From an optimization exercise on the open Yosys and OpenROAD flow, aimed at small area; shortcuts taken in it are not production practice.
RTL that was checked went through simulation tests only; none was proved equivalent to the original.
Power figures rest on the tool's default switching activity, not on a simulated workload.

==> flow/design.v <==
module mojo_top(
    input clk,
    input rst_n,
    input [23:0] io_dip,
    output [23:0] io_led,
    output [7:0] led,
    output data_out
    );
wire rst = ~rst_n;
wire [7:0] num_leds = io_dip[7:0];
localparam [19:0] DIV_TC = 20'h13BDC;
reg [19:0] div;
reg flash;
wire div_tc = (div == DIV_TC);
always @(posedge clk) begin
  if (rst | div_tc) div <= 20'h00000;
  else div <= {~div[18:0], ~(div[19] ^ div[16])};
  if (rst) flash <= 1'b0;
  else if (div_tc) flash <= ~flash;
end
assign io_led = flash ? 24'h3F3F3F : 24'h000000;
localparam [11:0] K_IDLE0 = 12'd1537;
localparam [11:0] K_RST0  = 12'd2631;
reg [11:0] k;
reg rmode;
reg fbit;
wire ready  = ~k[11] & k[10] & k[9] & k[1];    
wire idle2  = ready & k[0];                     
wire ws_reset;
always @(posedge clk) begin
  if (rst) k <= K_IDLE0;
  else if (idle2) k <= ws_reset ? K_RST0 : 12'd0;
  else k <= k + 12'd1;
  if (idle2) begin
    rmode <= ws_reset;
    fbit <= flash;
  end
end
wire [5:0] ph = k[5:0];
wire [2:0] bi = k[8:6];
wire dbit = fbit & (bi[2] | bi[1]);
wire hi = dbit ? (ph <= 6'd40) : (ph <= 6'd20);
wire past_end = k[10] & k[9] & (k[1] | k[0]);   
assign data_out = ~rmode & ~past_end & hi;
reg [1:0] state, next_state;
reg [7:0] led_index;
reg load;
wire [8:0] li_inc = {1'b0, led_index} + 9'd1;
wire [7:0] nl_n = ~num_leds;
wire [8:0] lc;
assign lc[0] = 1'b1;
genvar gi;
generate for (gi = 0; gi < 8; gi = gi + 1) begin : lchain
  assign lc[gi+1] = (li_inc[gi] & nl_n[gi]) | (lc[gi] & (li_inc[gi] | nl_n[gi]));
end endgenerate
wire last_led = (num_leds != 8'd0) & (li_inc[8] | lc[8]);
assign ws_reset = load & (ready ? (state == 2'd2) : (state == 2'd0));
always @(posedge clk) begin
  if (rst) begin
    state <= 2'd0;
    next_state <= 2'd0;
    led_index <= 8'd1;
    load <= 1'b0;
  end else begin
    load <= ready;
    state <= next_state;
    if (ready) begin
      case (state)
        2'd0: next_state <= 2'd1;
        2'd1: begin
          next_state <= last_led ? 2'd2 : 2'd1;
          led_index <= li_inc[7:0];
        end
        default: begin
          next_state <= 2'd0;
          led_index <= 8'd1;
        end
      endcase
    end
  end
end
assign led = {ready, ws_reset, load, 3'b000, state};
endmodule
clock: 20.0 ns
lec_check: 0
abc_area: 1
cap_margin: 20
core_margin: 2
core_utilization: 40
slew_margin: 20
standard.sh (not shown) runs the stock make flow with config.mk's settings and CLKGATE_MAP_FILE= SYNTH_SCRIPT=/design/flow/synth_recipe.tcl, a recipe that flattens the netlist after the stock synthesis.
==> flow/flow/run.sh <==
#!/bin/bash
# Standard ORFS layout (the standard.sh), with two changes:
#  - port buffers use the smallest buffer cell instead of the default choice;
#  - clock tree built from the cells in flow/cts_args.txt, without dummy loads.
set -euo pipefail
export BUFFER_PORTS_ARGS="-buffer_cell sky130_fd_sc_hd__buf_1"
export CTS_ARGS="$(cat flow/cts_args.txt)"
bash standard.sh finish > flow_orfs.log 2>&1
==> flow/flow/cts_args.txt <==
-sink_clustering_enable -repair_clock_nets -dont_use_dummy_load -buf_list sky130_fd_sc_hd__clkbuf_8
Change:
--- a/flow/design.v
+++ b/flow/design.v
@@ -43,41 +43,35 @@
 wire past_end = k[10] & k[9] & (k[1] | k[0]);   
 assign data_out = ~rmode & ~past_end & hi;
 reg [1:0] state, next_state;
 reg [7:0] led_index;
 reg load;
-wire [8:0] li_inc = {1'b0, led_index} + 9'd1;
+wire st_write = ~state[1] & state[0];
+wire li_en = ready & st_write;             
+wire li_ld = rst | (ready & state[1]);     
+wire [8:0] li_inc = {1'b0, led_index} + {8'd0, li_en};
 wire [7:0] nl_n = ~num_leds;
 wire [8:0] lc;
 assign lc[0] = 1'b1;
 genvar gi;
 generate for (gi = 0; gi < 8; gi = gi + 1) begin : lchain
   assign lc[gi+1] = (li_inc[gi] & nl_n[gi]) | (lc[gi] & (li_inc[gi] | nl_n[gi]));
 end endgenerate
 wire last_led = (num_leds != 8'd0) & (li_inc[8] | lc[8]);
-assign ws_reset = load & (ready ? (state == 2'd2) : (state == 2'd0));
+assign ws_reset = load & (ready ? state[1] : ~state[1] & ~state[0]);
 always @(posedge clk) begin
+  led_index <= li_ld ? 8'd1 : li_inc[7:0];
   if (rst) begin
     state <= 2'd0;
     next_state <= 2'd0;
-    led_index <= 8'd1;
     load <= 1'b0;
   end else begin
     load <= ready;
     state <= next_state;
     if (ready) begin
-      case (state)
-        2'd0: next_state <= 2'd1;
-        2'd1: begin
-          next_state <= last_led ? 2'd2 : 2'd1;
-          led_index <= li_inc[7:0];
-        end
-        default: begin
-          next_state <= 2'd0;
-          led_index <= 8'd1;
-        end
-      endcase
+      next_state[1] <= st_write & last_led;
+      next_state[0] <= ~state[1] & ~(state[0] & last_led);
     end
   end
 end
 assign led = {ready, ws_reset, load, 3'b000, state};
 endmodule
Effect: The changed run went through all stages and came out clean. Sequential power hardly moves. Utilization came out lower by 0.70 points. Cell area came out lower by 4.6%. Synthesized area came out lower by 5.5%. Setup slack gets worse by 0.010 ns. Non-clock buffer count stays the same. Global-route usage came out lower by 0.81 points. Combinational power came out lower by about 5%. Hold slack gets better by 0.024 ns. Via count came out lower by 6.2%. Flip-flop and latch count stays the same. Total power came out lower by 0.81%. Fmax hardly moves.
Only the layout flow was run in the first run of this note; the RTL was not checked for function there.

[static timing again, ports no longer ideal]
No port has a modelled driver above. Below, the same layouts with a new extraction and two added sets of constraints. Step 1: set_driving_cell puts a clkbuf_16 on clk and a buf_2 on each other input, an assumption about the parent block. Step 2 times the ports against the registers' clock, not the clock port: input delays grow and output delays shrink by t, the midpoint of the rising clock arrivals with the driver on. Slacks: no drivers / after step 1 / after step 2; pairs: no drivers / after step 1.
run	shift t [ns]	slack for setup (ns)	latest minus earliest clock arrival (ns)
the first run	0.318	14.241 / 14.216 / 14.534	0.019 / 0.019
the second run	0.310	14.231 / 14.206 / 14.516	0.017 / 0.017
After both steps every run listed still meets setup and hold.
